Source: an optimization exercise on an open RTL-to-GDS flow (aim: small area). Production flows keep margins and buffers that such runs may drop. Function was checked by simulation only, so behaviour that the tests miss may differ from the original. Power figures rest on the tool's default switching activity, not on a simulated workload.

--- run.sh ---
#!/bin/bash
# synth_recipe.tcl (not shown) runs the flow's synth.tcl, then flattens the netlist and writes it again
# the make line also repeats each setting of config.mk as NAME=value (left out here)
make -C /OpenROAD-flow-scripts/flow DESIGN_CONFIG=/design/flow/config.mk WORK_HOME=/design/flow/orfs CLKGATE_MAP_FILE= SYNTH_SCRIPT=/design/flow/synth_recipe.tcl finish
--- config.mk ---
export PLATFORM = sky130hd
export DESIGN_NAME = C10LP_TOP
export DESIGN_NICKNAME = C10LP_TOP
export VERILOG_FILES = /design/flow/design.v
export SDC_FILE = /design/flow/constraint.sdc
export NUM_CORES = 4
export LEC_CHECK = 0
export CAP_MARGIN = 20
export CORE_MARGIN = 2
export CORE_UTILIZATION = 40
export SLEW_MARGIN = 20
--- constraint.sdc ---
create_clock -name core_clock -period 20.0 [get_ports {SYS_CLK50M}]
set_input_delay 4.0000 -clock core_clock [delete_from_list [all_inputs] [get_ports {SYS_CLK50M}]]
set_output_delay 4.0000 -clock core_clock [all_outputs]
set_load 0.01 [all_outputs]
--- design.v ---
module debouncer 
(
	input 		noisy,
	input 		clock,
	output reg 	debounced
);
reg [7:0] shiftreg;
always @ (posedge clock) 
begin
	shiftreg[7:0] <= {shiftreg[6:0], noisy};
	if (shiftreg[7:0] == 8'b00000000) 
	begin
		debounced <= 1'b1;
	end 
	else if (shiftreg[7:0] == 8'b11111111) 
	begin
		debounced <= 1'b0;
	end 
	else 
	begin
		debounced <= debounced;
	end
end
endmodule
module RXMajority3Filter
(
	input clockIN,
	input rxIN,
	output wire rxOUT
);
reg [2:0] rxLock;
assign rxOUT = (rxLock[0] & rxLock[1]) | (rxLock[0] & rxLock[2]) | (rxLock[1] & rxLock[2]);
always @(posedge clockIN)
begin
	rxLock <= {rxIN, rxLock[2:1]};
end
endmodule
module UART_RX
#(
	parameter CLOCK_FREQUENCY = 50_000_000,
	parameter BAUD_RATE       = 9600
)
(
	input  clockIN,
	input  RxResetIN,
	input  rxIN, 
	output wire rxIdleOUT,
	output wire rxReadyOUT,
	output wire [7:0] rxDataOUT
);
localparam HALF_BAUD_CLK_REG_VALUE = (CLOCK_FREQUENCY / BAUD_RATE / 2 - 1);
localparam HALF_BAUD_CLK_REG_SIZE  = $clog2(HALF_BAUD_CLK_REG_VALUE);
reg [HALF_BAUD_CLK_REG_SIZE-1:0] rxClkCounter;
reg rxBaudClk;
reg [9:0] rxReg;
wire rx;
wire rxBaudTick = ~(rx & rxIdleOUT) & (rxClkCounter == 0) & ~rxBaudClk;
assign rxIdleOUT      = ~rxReg[0];
assign rxReadyOUT     = rxReg[9] & rxIdleOUT;
assign rxDataOUT[7:0] = rxReg[8:1];
RXMajority3Filter rxFilter
(
	.clockIN(clockIN),
	.rxIN(rxIN),
	.rxOUT(rx)
);
always @(posedge clockIN) 
begin : rx_clock_generate
	if(rx & rxIdleOUT) 
	begin
		rxClkCounter <= HALF_BAUD_CLK_REG_VALUE;
		rxBaudClk    <= 0;
	end
	else if(rxClkCounter == 0) 
	begin
		rxClkCounter <= HALF_BAUD_CLK_REG_VALUE;
		rxBaudClk    <= ~rxBaudClk;
	end
	else 
	begin
		rxClkCounter <= rxClkCounter - 1'b1;
	end
end
always @(posedge clockIN) 
begin : rx_receive
	if(RxResetIN) begin
		rxReg <= 10'h000;
	end
	else if(rxBaudTick) begin
		if(~rxIdleOUT) begin
			rxReg <= {rx, rxReg[9:1]};
		end
		else if(~rx) begin
			rxReg <= 10'h1FF;
		end
	end
end
endmodule
module LedDataSelector
(
	input wire clock,
	input wire reset,
	input wire [7:0] UART_Rx,
	input wire UART_RxReady,
	output reg [31:0] LED0_Data,
	output reg [31:0] LED0_Addr,
	output reg LED0_Write,
	output reg [31:0] LED1_Data,
	output reg [31:0] LED1_Addr,
	output reg LED1_Write
);
localparam STATE_RX_0_BYTE   = 3'd0;
localparam STATE_RX_OTHER	= 3'd1;
reg [2:0] current_state;
reg [4:0] current_byte;
reg UART_RxReady_q;
wire UART_RxFire = UART_RxReady & ~UART_RxReady_q;
always @(posedge clock)
	UART_RxReady_q <= UART_RxReady;
reg [31:0] LED_Data;
reg [31:0] LED_Addr;
always @(posedge clock)
begin
	if(reset) 
	begin
		LED0_Data <= 32'd0;
		LED0_Addr <= 32'd0;
		LED1_Data <= 32'd0;
		LED1_Addr <= 32'd0;
		LED0_Write <= 1'b0;
		LED1_Write <= 1'b0;
		current_state <= STATE_RX_0_BYTE;
	end
	else if(UART_RxFire)
	begin
		case (current_state)	
		STATE_RX_0_BYTE:
		begin
			current_byte <= 1;
			LED0_Write <= 1'b0;
			LED1_Write <= 1'b0;
			LED_Addr <= {24'd0, UART_Rx[7:0]};
			current_state <= STATE_RX_OTHER;	
		end
		STATE_RX_OTHER:
		begin
			if(UART_RxReady)
			begin
				case (current_byte)
				1:
					LED_Addr <= {16'd0, UART_Rx[7:0], LED_Addr[7:0]};
				2:
					LED_Addr <= {8'd0, UART_Rx[7:0], LED_Addr[15:0]};
				3:
					LED_Addr <= {UART_Rx[7:0], LED_Addr[23:0]};
				4:
					LED_Data <= {24'd0, UART_Rx[7:0]};
				5:
					LED_Data <= {16'd0, UART_Rx[7:0], LED_Data[7:0]};
				6:
					LED_Data <= {8'd0, UART_Rx[7:0], LED_Data[15:0]};
				7:
				begin
					LED_Data = {UART_Rx[7:0], LED_Data[23:0]};
					if(LED_Addr[31] == 1'b1)
					begin
						LED_Addr[31] = 1'b0;
						LED1_Data <= LED_Data;
						LED1_Addr <= LED_Addr;
						LED1_Write <= 1'b1;
					end
					else
					begin
						LED0_Data <= LED_Data;
						LED0_Addr <= LED_Addr;
						LED0_Write <= 1'b1;
					end
					current_state <= STATE_RX_0_BYTE;					
				end
				endcase  
				current_byte <= current_byte + 1;
			end
		end
		endcase  
	end
end
endmodule
module RAM_2P
#(
	parameter ADDR_WIDTH = 32,  
	parameter DATA_WIDTH = 32 	 
)
(
	input [DATA_WIDTH-1:0] data_a, data_b,
	input [$clog2(ADDR_WIDTH):0] addr_a, addr_b,  
	input we_a, we_b, 
	input clock,
	output reg [DATA_WIDTH-1:0] rd_a, rd_b
);
localparam integer ADDR_POINTER_WIDTH = $clog2(ADDR_WIDTH);
reg [DATA_WIDTH-1:0] ram[ADDR_WIDTH-1:0];
always @ (posedge clock)
begin
	if (we_a) 
	begin
		ram[addr_a] <= data_a;
		rd_a <= data_a;
	end
	else 
	begin
		rd_a <= ram[addr_a];
	end
end
always @ (posedge clock)
begin
	if (we_b)
	begin
		ram[addr_b] <= data_b;
		rd_b <= data_b;
	end
	else
	begin
		rd_b <= ram[addr_b];
	end
end
endmodule
module WS2812
#(
	parameter LEDS_NUM = 3,  
	parameter PREPARE_LATCH_DELAY = 10,  
	parameter CLOCK_FRQ = 50_000_000   
)
(
	input wire clock,
	input wire reset,
	input wire [31:0] color_rgb,  
	output reg new_data_req,
	output reg [LED_ADDR_WIDTH-1:0] current_ledN,
	output reg ws_data
);
localparam integer CLOCK_CYCLE_COUNT 	= CLOCK_FRQ / 800_000;
localparam integer T0H_CYCLE_COUNT     = (CLOCK_CYCLE_COUNT * 35 + 50) / 100;  
localparam integer T1H_CYCLE_COUNT     = (CLOCK_CYCLE_COUNT * 90 + 50) / 100;  
localparam integer RESET_CYCLE_COUNT   = 600 * CLOCK_CYCLE_COUNT;  
localparam integer LED_ADDR_WIDTH 		= $clog2(LEDS_NUM);
localparam integer CLK_COUNTER_WIDTH 	= $clog2(RESET_CYCLE_COUNT);
localparam STATE_RESET    = 3'd0;
localparam STATE_PREPARE_LATCH = 3'd1;
localparam STATE_LATCH    = 3'd2;
localparam STATE_PREPARE_TRANSMIT = 3'd3;
localparam STATE_TRANSMIT = 3'd4;
localparam STATE_SEND_RESET   = 3'd5;
reg [CLK_COUNTER_WIDTH-1:0] clk_counter;
reg [2:0] current_state;
reg [1:0] current_color;
reg [2:0] current_bit;
reg [7:0] led_red;
reg [7:0] led_green;
reg [7:0] led_blue;
reg [7:0] led_current_color;
always @ (posedge clock)
begin
	if (reset) 
	begin
		ws_data <= 0;
		current_state <= STATE_RESET;
	end
	else 
	begin
		case (current_state)	
		STATE_RESET:
		begin
			ws_data <= 0;
			clk_counter <= 0;
			current_ledN <= 0;
			current_state <= STATE_PREPARE_LATCH;
		end
		STATE_PREPARE_LATCH:
		begin
			new_data_req <= 1;
			if(clk_counter >= PREPARE_LATCH_DELAY)
				current_state <= STATE_LATCH;
			else
				clk_counter <= clk_counter + 1'b1;
		end
		STATE_LATCH:
		begin
			new_data_req <= 0;
			led_red <= color_rgb[7:0];
			led_green <= color_rgb[15:8];
			led_blue <= color_rgb[23:16];
			current_color <= 0;  
			current_state <= STATE_PREPARE_TRANSMIT;
		end
		STATE_PREPARE_TRANSMIT:
		begin
			clk_counter <= 0;
			current_bit <= 3'd7;
			if(current_color == 2'd0)  
				led_current_color <= led_green;
			else if(current_color == 2'd1)  
				led_current_color <= led_red;
			else if(current_color == 2'd2)  
				led_current_color <= led_blue;
			current_state <= STATE_TRANSMIT;
		end
		STATE_TRANSMIT:		
		begin		
			if(led_current_color[current_bit] == 1'b1 && clk_counter >= T1H_CYCLE_COUNT)
				ws_data <= 0;
			else if(led_current_color[current_bit] == 1'b0 && clk_counter >= T0H_CYCLE_COUNT)
				ws_data <= 0;	
			else
				ws_data <= 1;
			if(clk_counter >= CLOCK_CYCLE_COUNT)
			begin
				clk_counter <= 0;
				if(current_bit == 3'd0)
				begin
					if(current_color == 2)
					begin
						if(current_ledN == LEDS_NUM)
							current_state <= STATE_SEND_RESET;
						else
						begin  
							current_ledN <= current_ledN + 1'd1;
							current_color <= 0;  
							clk_counter <= 0;
							current_state <= STATE_PREPARE_LATCH;
						end
					end
					else
					begin
						current_color <= current_color + 1'b1;
						current_state <= STATE_PREPARE_TRANSMIT;
					end
				end
				else
					current_bit <= current_bit - 1'b1;
			end
			else
				clk_counter <= clk_counter + 1'b1;
		end
		STATE_SEND_RESET:
		begin
			if(clk_counter < RESET_CYCLE_COUNT)
			begin
				clk_counter <= clk_counter + 1'b1;
				ws_data <= 0;
			end
			else
				current_state <= STATE_RESET;
		end
		endcase  
	end
end
endmodule
module SK6812RGBW
#(
	parameter LEDS_NUM = 3,  
	parameter PREPARE_LATCH_DELAY = 10,  
	parameter CLOCK_FRQ = 50_000_000   
)
(
	input wire clock,
	input wire reset,
	input wire [31:0] color_rgbw,  
	output reg new_data_req,
	output reg [LED_ADDR_WIDTH-1:0] current_ledN,
	output reg ws_data
);
localparam integer CLOCK_CYCLE_COUNT 	= CLOCK_FRQ / 800_000;
localparam integer T0H_CYCLE_COUNT     = (CLOCK_CYCLE_COUNT * 35 + 50) / 100;  
localparam integer T1H_CYCLE_COUNT     = (CLOCK_CYCLE_COUNT * 90 + 50) / 100;  
localparam integer RESET_CYCLE_COUNT   = 600 * CLOCK_CYCLE_COUNT;  
localparam integer LED_ADDR_WIDTH 		= $clog2(LEDS_NUM);
localparam integer CLK_COUNTER_WIDTH 	= $clog2(RESET_CYCLE_COUNT);
localparam STATE_RESET    = 3'd0;
localparam STATE_PREPARE_LATCH = 3'd1;
localparam STATE_LATCH    = 3'd2;
localparam STATE_PREPARE_TRANSMIT = 3'd3;
localparam STATE_TRANSMIT = 3'd4;
localparam STATE_SEND_RESET   = 3'd5;
reg [CLK_COUNTER_WIDTH-1:0] clk_counter;
reg [2:0] current_state;
reg [2:0] current_color;
reg [2:0] current_bit;
reg [7:0] led_red;
reg [7:0] led_green;
reg [7:0] led_blue;
reg [7:0] led_white;
reg [7:0] led_current_color;
always @ (posedge clock)
begin
	if (reset) 
	begin
		ws_data <= 0;
		current_state <= STATE_RESET;
	end
	else 
	begin
		case (current_state)	
		STATE_RESET:
		begin
			ws_data <= 0;
			clk_counter <= 0;
			current_ledN <= 0;
			current_state <= STATE_PREPARE_LATCH;
		end
		STATE_PREPARE_LATCH:
		begin
			new_data_req <= 1;
			if(clk_counter >= PREPARE_LATCH_DELAY)
				current_state <= STATE_LATCH;
			else
				clk_counter <= clk_counter + 1'b1;
		end
		STATE_LATCH:
		begin
			new_data_req <= 0;
			led_red <= color_rgbw[7:0];
			led_green <= color_rgbw[15:8];
			led_blue <= color_rgbw[23:16];
			led_white <= color_rgbw[31:24];
			current_color <= 0;  
			current_state <= STATE_PREPARE_TRANSMIT;
		end
		STATE_PREPARE_TRANSMIT:
		begin
			clk_counter <= 0;
			current_bit <= 3'd7;
			if(current_color == 2'd0)  
				led_current_color <= led_green;
			else if(current_color == 2'd1)  
				led_current_color <= led_red;
			else if(current_color == 2'd2)  
				led_current_color <= led_blue;
			else if(current_color == 2'd3)  
				led_current_color <= led_white;
			current_state <= STATE_TRANSMIT;
		end
		STATE_TRANSMIT:		
		begin		
			if(led_current_color[current_bit] == 1'b1 && clk_counter >= T1H_CYCLE_COUNT)
				ws_data <= 0;
			else if(led_current_color[current_bit] == 1'b0 && clk_counter >= T0H_CYCLE_COUNT)
				ws_data <= 0;	
			else
				ws_data <= 1;
			if(clk_counter >= CLOCK_CYCLE_COUNT)
			begin
				clk_counter <= 0;
				if(current_bit == 3'd0)
				begin
					if(current_color == 2'd3)
					begin
						if(current_ledN == LEDS_NUM)
							current_state <= STATE_SEND_RESET;
						else
						begin  
							current_ledN <= current_ledN + 1'd1;
							current_color <= 0;  
							clk_counter <= 0;
							current_state <= STATE_PREPARE_LATCH;
						end
					end
					else
					begin
						current_color <= current_color + 1'b1;
						current_state <= STATE_PREPARE_TRANSMIT;
					end
				end
				else
					current_bit <= current_bit - 1'b1;
			end
			else
				clk_counter <= clk_counter + 1'b1;
		end
		STATE_SEND_RESET:
		begin
			if(clk_counter < RESET_CYCLE_COUNT)
			begin
				clk_counter <= clk_counter + 1'b1;
				ws_data <= 0;
			end
			else
				current_state <= STATE_RESET;
		end
		endcase  
	end
end
endmodule
module C10LP_TOP
(
	input SYS_CLK50M,
	input USER_PB0,
	input GPIO1,
	output ARDUINO_IO12,
	output ARDUINO_IO13
);
wire reset;
wire [31:0] ws_led_color;
wire [1:0] ws_led_addr;  
wire [31:0] sk_led_color;
wire [1:0] sk_led_addr;
wire [31:0] ws_led_color_new;
wire [31:0] ws_led_addr_new;
wire ws_led_write_new;
wire [31:0] sk_led_color_new;
wire [31:0] sk_led_addr_new;
wire sk_led_write_new;
wire [7:0] uart_rx;
wire uart_rx_ready;
wire uart_rx_idle;
wire ws_new_data_req;
wire sk_new_data_req;
debouncer db
(
	.noisy(USER_PB0),
	.clock(SYS_CLK50M),
	.debounced(reset)
);
WS2812
#(
	.LEDS_NUM(3),
	.CLOCK_FRQ(50_000_000)
) ws
(
	.clock(SYS_CLK50M),
	.reset(reset),
	.color_rgb(ws_led_color),
	.current_ledN(ws_led_addr),
	.new_data_req(ws_new_data_req),
	.ws_data(ARDUINO_IO12)
);
SK6812RGBW
#(
	.LEDS_NUM(3),
	.CLOCK_FRQ(50_000_000)
) sk
(
	.clock(SYS_CLK50M),
	.reset(reset),
	.color_rgbw(sk_led_color),
	.current_ledN(sk_led_addr),
	.new_data_req(sk_new_data_req),
	.ws_data(ARDUINO_IO13)
);
RAM_2P ram_ws
(
	.clock(SYS_CLK50M),
	.rd_a(),
	.rd_b(ws_led_color),
	.addr_b({4'd0, ws_led_addr}),
	.data_a(ws_led_color_new),
	.data_b(32'd0),
	.addr_a({3'd0, ws_led_addr_new[2:0]}),
	.we_a(ws_led_write_new),
	.we_b(1'b0)
);
RAM_2P ram_sk
(
	.clock(SYS_CLK50M),
	.rd_a(),
	.rd_b(sk_led_color),
	.addr_b({4'd0, sk_led_addr}),
	.data_a(sk_led_color_new),
	.data_b(32'd0),
	.addr_a({3'd0, sk_led_addr_new[2:0]}),
	.we_a(sk_led_write_new),
	.we_b(1'b0)
);
UART_RX
#(
	.BAUD_RATE(921600),
	.CLOCK_FREQUENCY(50_000_000)
) uart_rx_i
(
	.clockIN(SYS_CLK50M),
	.RxResetIN(reset),
	.rxIN(GPIO1),
	.rxIdleOUT(uart_rx_idle),
	.rxReadyOUT(uart_rx_ready),
	.rxDataOUT(uart_rx)
);
LedDataSelector lds
(
	.clock(SYS_CLK50M),
	.reset(reset),
	.UART_Rx(uart_rx),
	.UART_RxReady(uart_rx_ready),
	.LED0_Data(ws_led_color_new),
	.LED0_Addr(ws_led_addr_new),
	.LED0_Write(ws_led_write_new),
	.LED1_Data(sk_led_color_new),
	.LED1_Addr(sk_led_addr_new),
	.LED1_Write(sk_led_write_new)
);
endmodule
==> impl_metrics.ini <==
[global_routing]
antenna_found_initial = 1
grt_pass1_vias = 10800
grt-ovfl-total = 0
grt_use_total = 0.148
grt_max_degree = 69
grt_pass1_wl_um = 59300

[setup_path]
arrival_ns = 1.48
required_ns = 16.00
end_kind = output pin
cp_max_fo = 3
crit_buf_inv = 1
crit_path_max_incr_delay_ns = 0.54
cp_top_family = buffers and inverters
start_kind = flip-flop
worstPathCellList = clkdlybuf4s50_1
cpMaxStageDelayCell = clkdlybuf4s50_1
path_class = flip-flop to output pin

[route]
firstDrtPassIters = 5
antenna_left = 0
vias = 10600
wl_met2_um = 17800
drc_errors = 0
avgViaCountPerCell = 5.05
drt_iter0_drc = 695
routed_wl_um = 36900
wl_met1_um = 17300
met3_length_um = 1130
top_layer_used = met4
wl_per_cell_um = 17.6

[timing]
rsz0062_at_grt = no
holdWs_ns = 0.349
worst_pin_slew_ns = 0.993
slew_violations = 0
finalHoldViolCount = 0
min_period_over_period = 0.274
max_slew_margin = 0.333
totalNegativeSetupSlack_ns = 0
setup_viol = 0
period_needed_ns = 5.48
finClkSkew_ns = 0.0336
fmax_mhz = 183

[clock_network]
insertion_delay_ns = 0.60
path_clk_slew_ns = 0.06
cts_tree = yes
clock_sinks = 534
cts_htree_levels = 2
cts_root_buf = clkbuf_16
cts_setup_buffers = 0
cts-resized-gates = 0
cts_buffers = 54
clock_path_buffers = 3
hold_buffers = 0

[synthesis]
yosysWarningCount = 7
syn_area_mm2 = 0.0200
synth_area_leader_cell = edfxtp_1
synth_top_area_frac = 0.564
synthMuxAreaShare = 0.0725
synth_cells = 1370
ys_ff_latch = 534
syn_nets = 1401
synth_top_family_by_area = simple AND/OR/NAND/NOR gates
synthXorXnorAreaFrac = 0.0158
ys_top_cells_by_area = edfxtp_1 56%, dfxtp_1 16%, mux4_2 6.8%
synth_edf_count = 376
synth-seq-area-share = 0.722
synthDistinctLibCells = 63
syn_avg_cell_area_um2 = 14.6
yosys.area_share.simple = 0.0966
synthArstFlopShare = 0
synth_ff_type = edfxtp_1
synth_compound_area_frac = 0.0549
synth_fa_ha_area_frac = 0.0180

[placed_design]
dp_hpwl_um = 21800
io_buffers = 4
gp_congestion = 0.808

[floorplan]
die_h_um = 228
io_pins = 5
design.core.area_mm2 = 0.0492
dieWidth_um = 228
start_util = 0.407
die-area_mm2 = 0.0518
std_cell_rows = 81

[power]
power.leakage_nw = 7.10
vdd.ir_drop.worst_mv = 0.0574
powerDensity_mw_per_mm2 = 98.1

[final_layout]
nets = 1416
layout_common_cells = 376 x edfxtp_1, 184 x nand2_1, 157 x dfxtp_1, 97 x a21oi_1, 82 x nor2_1
final_common_cell = edfxtp_1
area_delta_synth_final_pct = 13.6
drive_gt1_frac = 0.136
antennaDiodeCount = 0

[hold_path]
hold_path_class = flip-flop to flip-flop

[run]
cap_violations = 0

[run_status]
status = no timing/DRC/antenna violations
[cell type report]
type | instances | area (um2)
well taps | 664 | 831
clock inverters | 36 | 424
repair buffers | 26 | 205
flip-flops and latches | 534 | 14500
clock buffers | 66 | 1470
fillers | 4301 | 26400
multi-input cells | 731 | 5220
inverters | 38 | 143
[metal layers]
metal | GRT usage | vias up
met4 | 0.0451 | 0
li1 | - | 5089
met3 | 0.0234 | 57
met2 | 0.243 | 135
met5 | 0 | -
met1 | 0.203 | 5294
[synthesized netlist by cell type (4+ instances only)]
cell / n
and2_1: 17
xor2_1: 15
nand4_1: 7
or4_1: 5
nor2b_1: 10
nor3_1: 17
ha_1: 28
clkbuf_1: 53
o31a_1: 4
buf_1: 8
nand2_1: 184
mux4_2: 60
o31ai_1: 5
inv_1: 37
edfxtp_1: 376
a211oi_1: 4
and3_1: 27
nand3_1: 21
o21ai_0: 29
nor3b_1: 9
a21oi_1: 97
dfxtp_1: 158
o22a_1: 8
xnor2_1: 21
mux2i_1: 10
buf_2: 6
nor4_1: 5
o22ai_1: 9
nand2b_1: 5
nor2_1: 85
[flip-flops by register name, indices dropped and copies added (netlist names), 10 cells and up]
register,cells
uart_rx_i.rxReg,10
ram_ws.ram,96
ws.clk_counter,16
lds.LED1_Data,32
sk.clk_counter,16
lds.LED0_Data,24
ram_ws.rd_b,24
lds.LED_Data,24
ram_sk.rd_b,32
ram_sk.ram,128
[logic make-up after synthesis]
family,Yosys count
compound gates,186
xor+xnor,36
fa+ha+maj,29
buf+inv,105
flops,534
mux,70
simple gates,410
[where the power goes]
part	total [mW]	switching, mW	internal (mW)
clock network	1.05	0.421	0.629
registers	1.17	0.00278	1.17
logic	0.00766	0.00387	0.00379
[through the flow]
| stage | utilization | power (mW) | worst slack [ns] | std cells | instance area [um2] |
|---|---|---|---|---|---|
| final | 0.463 | 2.23 | 14.52 | 2095 | 22700 |
| after global routing | 0.463 | 2.30 | 14.46 | 2095 | 22700 |
| after CTS | 0.462 | 2.26 | 14.47 | 2095 | 22700 |
| after detailed placement | 0.424 | 1.21 | 15.13 | 1993 | 20800 |
| after global placement | 0.424 | 1.21 | 15.13 | 1993 | 20800 |
| after floorplan | - | 1.20 | 15.64 | 1370 | 20000 |
[final timing paths]
path                                                        start                           endpoint  slack, ns  cells past startpoint
worst max-delay path                      ws.ws_data$_SDFFE_PP0P_                       ARDUINO_IO12      14.52                      1
worst min-delay path                       db.shiftreg[5]$_DFF_P_             db.shiftreg[6]$_DFF_P_       0.35                      0
worst max register to register  sk.current_color[1]$_SDFFCE_PN0P_  sk.led_current_color[1]$_DFFE_PP_      17.16                      6
worst min register to register             db.shiftreg[5]$_DFF_P_             db.shiftreg[6]$_DFF_P_       0.35                      0

re-timing with driven ports:
No port has a modelled driver above. Below, the same layout with a new extraction and two added sets of constraints.
Step 1: set_driving_cell puts a clkbuf_16 on SYS_CLK50M and a buf_2 on each other input, an assumption about the parent block.
Step 2 moves the port delays by t, midway between the first and last clock arrival at a register: inputs arrive t later, outputs are due t later. That takes back most of the time a late clock gives input paths.
Three values: ideal ports, drivers, drivers and shift; two values: the first two.
shift t [ns]: 0.637
setup WS [ns]: 14.524 / 14.468 / 15.106
clock arrival spread, ns: 0.034 / 0.035
slew at the worst register clock pin (ns): 0.06 / 0.06
worst slew at a driven data input, ns: 0.03
After both steps setup and hold are still met in this run. The setup slack of this run moves by -0.056 ns with the drivers and by +0.582 ns with both steps.
